Context: an optimization exercise on an open-source flow, tuned for small area. The choices shown serve that exercise and are no tape-out recipe. In this exercise RTL edits were held to simulation tests only and were not proved equivalent to the original. No activity file was given, so power comes from the tool's default toggle rates.

run E:
==> module final_top, before the edit <==
module final_top(
	input clk100,
	input rst,
	output servoOut,
	output actuatorPull,
	output actuatorPush,
	input [2:0] infraSensor,
	input servoPhotoT,
	input RPhotoT,
	input LPhotoT,
	input motor,
	output [3:0] IN,
	output [6:0] seg,
	output [3:0] an
	);
	localparam SETUP = 2'd0, WAIT = 2'd1, PUSH = 2'd2, PULL = 2'd3;
	logic [1:0] st;
	logic push, pull;
	wire first = (st == SETUP) && !pull;
	logic [16:0] dd;
	logic [2:0] hi;
	logic en_r;
	logic [3:0] in_r;
	wire dz16 = (dd[15:0] == 16'd0);
	wire dd_zero = dz16 && !dd[16];
	wire dd_last = dz16 && dd[16];                       
	wire dd_clr = ((dd & 17'h1ff6f) == 17'h11346);       
	always @(posedge clk100) begin
		if (rst) begin
			dd <= 0;
			hi <= 0;
			en_r <= 1;
			in_r <= 4'b0000;
		end else begin
			dd <= {dd[15:0], dd[16] ^ dd[13] ^ dz16};
			if (dd_zero && !first) hi <= hi + 3'd1;
			if (dd_clr) en_r <= 0;
			else if (dd_last) en_r <= 1;
			if (en_r && !motor)
				case (infraSensor)
					3'b001, 3'b011: in_r <= 4'b1010;
					3'b100, 3'b110: in_r <= 4'b0101;
					default:        in_r <= 4'b1001;
				endcase
			else
				in_r <= 4'b0000;
		end
	end
	assign an = {hi[2:1] != 2'd0, hi[2:1] != 2'd1, hi[2:1] != 2'd2, hi[2:1] != 2'd3};
	assign IN = in_r;
	logic [13:0] w;
	logic ro, lo, so;
	logic [7:0] cr, cL, cs;
	logic r2, l2, af, s2;
	wire er = RPhotoT ^ ro;
	wire el = LPhotoT ^ lo;
	wire es = servoPhotoT ^ so;
	wire ir = er;
	wire il = !er && el;
	wire is_ = !er && !el && es;
	wire wend = ((w & 14'h3bdf) == (14'h2a9f & 14'h3bdf));
	wire wz = ((w & 14'h0fff) == 14'h0000);
	function automatic [7:0] cnext(input [7:0] c, input i);
		logic e;
		integer b;
		begin
			e = i && !wend && !(&c);
			cnext[0] = wz ? i : (c[0] ^ e);
			for (b = 1; b < 8; b = b + 1)
				cnext[b] = !wz && (c[b] ^ (e && (&(c | ~((8'd1 << b) - 8'd1)))));
		end
	endfunction
	function automatic fr(input [7:0] x);
		fr = (x >= 8'd22) && (x <= 8'd79);
	endfunction
	function automatic en(input [7:0] x);
		en = (x >= 8'd82) && (x <= 8'd219);
	endfunction
	always @(posedge clk100) begin
		if (rst) begin
			w <= 0;
			ro <= 0; lo <= 0; so <= 0;
			cr <= 0; cL <= 0; cs <= 0;
			r2 <= 0; l2 <= 0; af <= 0; s2 <= 0;
		end else begin
			ro <= RPhotoT; lo <= LPhotoT; so <= servoPhotoT;
			w <= wend ? 14'd0 : {w[12:0], ~(w[0] ^ w[13])};
			cr <= cnext(cr, ir); cL <= cnext(cL, il); cs <= cnext(cs, is_);
			if (wz) begin
				r2 <= en(cr); l2 <= en(cL); s2 <= en(cs);
				af <= fr(cr) || fr(cL);
			end
		end
	end
	logic isc, isd;
	always @(posedge clk100) begin
		if (rst) begin
			isc <= 0; isd <= 1;
		end else begin
			isc <= r2 || l2;
			isd <= !(r2 || l2 || af);
		end
	end
	assign seg = {isc, isd, isd, !isc, 1'b1, 1'b1, isd};
	logic [7:0] q, P;
	logic sv, act, dirR, fire;
	logic [10:0] k;
	wire pend  = ((q & 8'hf7) == 8'hf0);    
	wire q8    = ((q & 8'hfe) == 8'hfe);    
	wire q0    = ((q & 8'h7f) == 8'h00);    
	wire pos240 = ((P & 8'h3f) == 8'h00);   
	wire pos60  = ((P & 8'hde) == 8'h00);   
	wire send = act && (k == 11'h5f9) && q8;  
	wire [7:0] Pfwd = {P[6:0], P[7] ^ ~(P[2] & P[6])};
	wire [7:0] Pbwd = {P[0] ^ ~(P[3] & P[7]), P[7:1]};
	always @(posedge clk100) begin
		if (rst) begin
			q <= 8'h00; P <= 8'h33; sv <= 0; act <= 0; dirR <= 0; fire <= 0; k <= 0;
		end else begin
			q <= pend ? 8'h00 : {q[6:0], q[7] ^ ~(q[2] & q[6])};
			if (q0) sv <= 1;
			else if (q == P) sv <= 0;
			if (send) begin
				act <= 0; dirR <= 0; fire <= 0; k <= 0; P <= 8'h33;
			end else begin
				if (s2 || pos240 || pos60) fire <= 1;
				if (!act) k <= 0;
				else if (pend) k <= {k[9:0], ~(k[1] ^ k[10])};
				if (pend) begin
					if (r2 || dirR) begin
						dirR <= 1; act <= 1;
						if (!s2 && !fire) P <= Pfwd;
					end else if (l2 || act) begin
						act <= 1;
						if (!s2 && !fire) P <= Pbwd;
					end
				end
			end
		end
	end
	assign servoOut = sv;
	logic [18:0] f;
	wire term = ((f & 19'h5ffff) == 19'h4adb0);
	always @(posedge clk100) begin
		if (rst) begin
			f <= 0; st <= SETUP; push <= 0; pull <= 0;
		end else begin
			f <= (term || st == WAIT) ? 19'd0 : {f[17:0], ~(f[0] ^ f[18])};
			push <= (st == PUSH) && !term;
			pull <= (st == PULL || st == SETUP) && !term;
			case (st)
				PUSH: if (term) st <= PULL;
				WAIT: if (fire) st <= PUSH;
				default: if (term) st <= WAIT;
			endcase
		end
	end
	assign actuatorPush = push;
	assign actuatorPull = pull;
endmodule
Settings: LEC_CHECK=0, CAP_MARGIN=20, CORE_MARGIN=2, CORE_UTILIZATION=40, SLEW_MARGIN=20; clock period 10.0 ns.
standard.sh (not shown) runs the stock make flow with config.mk's settings and CLKGATE_MAP_FILE= SYNTH_SCRIPT=/design/flow/synth_recipe.tcl, a recipe that flattens the netlist after the stock synthesis.
==> flow/flow/run.sh <==
#!/bin/bash
# Layout flow: the standard synthesis, then an area-oriented re-mapping of the
# combinational logic between the registers (registers, their names and cells are
# untouched; the result is proven equivalent to the standard netlist before use),
# then the standard floorplan..finish with single-drive port buffers and a clock
# tree without dummy loads. Each tool's output goes to its own log here.
set -euo pipefail
W=$(pwd)
RES=$W/orfs/results/$FLOW_PLATFORM/final_top/base
LIB=$FLOW_HOME/platforms/$FLOW_PLATFORM/lib/sky130_fd_sc_hd__tt_025C_1v80.lib
YOSYS=${YOSYS_EXE:-/OpenROAD-flow-scripts/tools/install/yosys/bin/yosys}
[[ -x $YOSYS ]] || YOSYS=$(command -v yosys)

# 1. standard synthesis
bash standard.sh synth > $W/log_1_standard_synth.log 2>&1

# 2. re-map the combinational logic for area
mkdir -p $W/remap
cp $RES/1_2_yosys.v $W/remap/in.v
DU=""
for c in $(sed -n '/^export DONT_USE_CELLS/,/^#/p' $FLOW_HOME/platforms/$FLOW_PLATFORM/config.mk | grep -o 'sky130_fd_sc_hd__[a-z0-9_]*'); do
  DU="$DU -dont_use $c"
done
cat > $W/remap/flat.ys <<EOS
read_liberty -overwrite -ignore_miss_func $LIB
read_verilog $W/remap/in.v
hierarchy -top $FLOW_TOP
blackbox sky130_fd_sc_hd__dfxtp_1
flatten
rename -hide w:*.*
opt_clean -purge
select -module $FLOW_TOP
write_verilog -noattr -selected $W/remap/flat.v
EOS
cat > $W/remap/map.ys <<EOS
read_liberty -lib $LIB
read_verilog $W/remap/flat.v
hierarchy -top $FLOW_TOP
techmap
opt -fast
abc -liberty $LIB $DU -script +strash;&get,-n;&deepsyn,-T,${DEEPSYN_T:-20};&dch;&nf,-a,-R,1000;&put
opt_clean -purge
splitnets
hilomap -singleton -hicell sky130_fd_sc_hd__conb_1 HI -locell sky130_fd_sc_hd__conb_1 LO
insbuf -buf sky130_fd_sc_hd__buf_1 A X
opt_clean -purge
stat -liberty $LIB
write_verilog -noattr -noexpr -nohex -nodec $W/remap/out.v
EOS
cat > $W/remap/equiv.ys <<EOS
read_liberty -overwrite -ignore_miss_func $LIB
blackbox sky130_fd_sc_hd__dfxtp_1
read_verilog $W/remap/in.v
rename $FLOW_TOP gold
read_verilog $W/remap/out.v
rename $FLOW_TOP gate
flatten gold gate
opt_clean
equiv_make gold gate eq
hierarchy -top eq
equiv_simple
equiv_status -assert
EOS
remapped=0
if $YOSYS -l $W/log_2_remap_flat.log -q $W/remap/flat.ys > /dev/null 2>&1 &&
   $YOSYS -l $W/log_2_remap_map.log -q $W/remap/map.ys > /dev/null 2>&1 &&
   $YOSYS -l $W/log_2_remap_equiv.log -q $W/remap/equiv.ys > /dev/null 2>&1 &&
   [[ $(grep -c 'sky130_fd_sc_hd__dfxtp' $W/remap/in.v) == $(grep -c 'sky130_fd_sc_hd__dfxtp' $W/remap/out.v) ]]; then
  cp $W/remap/out.v $RES/1_2_yosys.v
  rm -f $RES/1_synth.odb $RES/1_synth.sdc
  bash standard.sh synth > $W/log_2_remap_odb.log 2>&1
  remapped=1
fi
echo "remapped=$remapped"

# 3. floorplan .. finish
export BUFFER_PORTS_ARGS="-buffer_cell sky130_fd_sc_hd__buf_1"
export CTS_ARGS="-sink_clustering_enable -repair_clock_nets -dont_use_dummy_load -buf_list ${CTS_BUFS:-sky130_fd_sc_hd__clkbuf_4}"
bash standard.sh finish > $W/log_3_standard_finish.log 2>&1
Run E: all stages complete, timing, DRC and antenna checks passed
What run X does differently from run E at the input level:
-- flow/design.v --
<<< run E, line 22
	logic [2:0] hi;
	logic en_r;
	logic [3:0] in_r;
	wire dz16 = (dd[15:0] == 16'd0);
	wire dd_zero = dz16 && !dd[16];
>>> run X, line 22
	logic [2:0] hi;
	logic en_r;
	logic ina, inb;       
	wire dz16 = (dd[15:0] == 16'd0);
	wire dd_zero = dz16 && !dd[16];
<<< run E, line 32
			hi <= 0;
			en_r <= 1;
			in_r <= 4'b0000;
		end else begin
			dd <= {dd[15:0], dd[16] ^ dd[13] ^ dz16};
>>> run X, line 32
			hi <= 0;
			en_r <= 1;
			ina <= 0; inb <= 0;
		end else begin
			dd <= {dd[15:0], dd[16] ^ dd[13] ^ dz16};
<<< run E, line 38
			if (dd_clr) en_r <= 0;
			else if (dd_last) en_r <= 1;
			if (en_r && !motor)
				case (infraSensor)
					3'b001, 3'b011: in_r <= 4'b1010;
					3'b100, 3'b110: in_r <= 4'b0101;
					default:        in_r <= 4'b1001;
				endcase
			else
				in_r <= 4'b0000;
		end
	end
	assign an = {hi[2:1] != 2'd0, hi[2:1] != 2'd1, hi[2:1] != 2'd2, hi[2:1] != 2'd3};
	assign IN = in_r;
	logic [13:0] w;
	logic ro, lo, so;
>>> run X, line 38
			if (dd_clr) en_r <= 0;
			else if (dd_last) en_r <= 1;
			ina <= en_r && !motor && !(infraSensor == 3'b001 || infraSensor == 3'b011);
			inb <= en_r && !motor && !(infraSensor == 3'b100 || infraSensor == 3'b110);
		end
	end
	assign an = {hi[2:1] != 2'd0, hi[2:1] != 2'd1, hi[2:1] != 2'd2, hi[2:1] != 2'd3};
	assign IN = {inb, ina && !inb, !ina && inb, ina};
	logic [13:0] w;
	logic ro, lo, so;
<<< run E, line 104
	end
	assign seg = {isc, isd, isd, !isc, 1'b1, 1'b1, isd};
	logic [7:0] q, P;
	logic sv, act, dirR, fire;
	logic [10:0] k;
	wire pend  = ((q & 8'hf7) == 8'hf0);    
	wire q8    = ((q & 8'hfe) == 8'hfe);    
	wire q0    = ((q & 8'h7f) == 8'h00);    
	wire pos240 = ((P & 8'h3f) == 8'h00);   
	wire pos60  = ((P & 8'hde) == 8'h00);   
	wire send = act && (k == 11'h5f9) && q8;  
	wire [7:0] Pfwd = {P[6:0], P[7] ^ ~(P[2] & P[6])};
	wire [7:0] Pbwd = {P[0] ^ ~(P[3] & P[7]), P[7:1]};
	always @(posedge clk100) begin
		if (rst) begin
			q <= 8'h00; P <= 8'h33; sv <= 0; act <= 0; dirR <= 0; fire <= 0; k <= 0;
		end else begin
			q <= pend ? 8'h00 : {q[6:0], q[7] ^ ~(q[2] & q[6])};
			if (q0) sv <= 1;
			else if (q == P) sv <= 0;
			if (send) begin
				act <= 0; dirR <= 0; fire <= 0; k <= 0; P <= 8'h33;
			end else begin
				if (s2 || pos240 || pos60) fire <= 1;
				if (!act) k <= 0;
				else if (pend) k <= {k[9:0], ~(k[1] ^ k[10])};
				if (pend) begin
					if (r2 || dirR) begin
						dirR <= 1; act <= 1;
						if (!s2 && !fire) P <= Pfwd;
					end else if (l2 || act) begin
						act <= 1;
						if (!s2 && !fire) P <= Pbwd;
					end
				end
>>> run X, line 98
	end
	assign seg = {isc, isd, isd, !isc, 1'b1, 1'b1, isd};
	logic [7:0] q, u;
	logic sv, act, dirR, fire;
	logic [10:0] k;
	function automatic [7:0] st1(input [7:0] x);
		st1 = {x[6:0], x[7] ^ (x[0] & ~(x[1] & x[2]))};
	endfunction
	wire pend  = (q == 8'h81);                 
	wire q8    = (q == 8'h03);                 
	wire q0    = ((q & 8'hfd) == 8'h00);       
	wire u0    = ((u & 8'hfd) == 8'h00);       
	wire u11   = ((u & 8'he3) == 8'h00);       
	wire u191  = ((u & 8'hdc) == 8'h00);       
	wire send = act && (k == 11'h5f9) && q8;   
	always @(posedge clk100) begin
		if (rst) begin
			q <= 8'h02; u <= 8'hd7; sv <= 0; act <= 0; dirR <= 0; fire <= 0; k <= 0;
		end else begin
			q <= st1(q);
			if (q0) sv <= 1;
			else if (u0) sv <= 0;
			if (send) begin
				act <= 0; dirR <= 0; fire <= 0; k <= 0; u <= 8'hb5;
			end else begin
				if (s2 || (q0 && (u11 || u191))) fire <= 1;
				if (!act) k <= 0;
				else if (pend) k <= {k[9:0], ~(k[1] ^ k[10])};
				u <= st1(u);
				if (pend) begin
					if (r2 || dirR) begin
						dirR <= 1; act <= 1;
						if (!s2 && !fire) u <= u;
					end else if (l2 || act) begin
						act <= 1;
						if (!s2 && !fire) u <= st1(st1(u));
					end
				end
==> comparison <==
Compared with run E, run X shows a lower minimum clock period. As far as number of buffers created by CTS goes, run E and run X are indistinguishable; the numbers are identical. Standard cell with the maximum stage delay on the critical path = nor3_1: run E; standard cell with the maximum stage delay on the critical path = nor3b_1: run X. There was hardly any difference in post-layout total power between run X and run E. Compared with run E, placement density in the core of run X is lower. Between run X and run E, synthesized cell count is higher for run E, run X comes in under that. Area used by sequential logic in the layout in run X is 1.6% below run E. Looking only at switching fraction of total power, and setting everything else aside, the higher value of run X and run E goes to run X. Run X ends up with a delay of the slowest critical-path stage that is 0.26 ns lower than in run E. Number of cells on the critical path ended up 3 higher on run X than on run E. Wire: run X routes less than run E. Sequential cell count in run X is 2 below run E.

==> afterwards: timing with drivers on the ports <==
The flow's constraints put no driver on any port. The routed layouts listed below were extracted and timed again, unchanged, in two steps. Step 1, drivers: a clkbuf_16 drives clk100 and a buf_2 each remaining input, both assumed. Step 2 adds t to the input delays and takes it off the output delays; t is the mean of the earliest and latest rising clock arrival at the registers after step 1. Input paths then give back, and output paths get back, about the clock's delay inside the block. Slacks: ideal ports / drivers / drivers and shift; pairs: ideal ports / drivers.
run	t (ns)	slack for setup (ns)	worst hold slack (ns)	slew at the worst register clock pin (ns)	worst slew at a driven data input, ns
run E	0.516	6.204 / 6.214 / 5.699	0.446 / 0.446 / 0.446	0.11 / 0.11	0.03
run X	0.493	6.397 / 6.404 / 5.911	0.439 / 0.439 / 0.439	0.12 / 0.12	0.03
After both steps every run listed still meets setup and hold. For run E, which loses most, drivers alone change the setup slack by +0.010 ns; drivers and shift together by -0.505 ns.
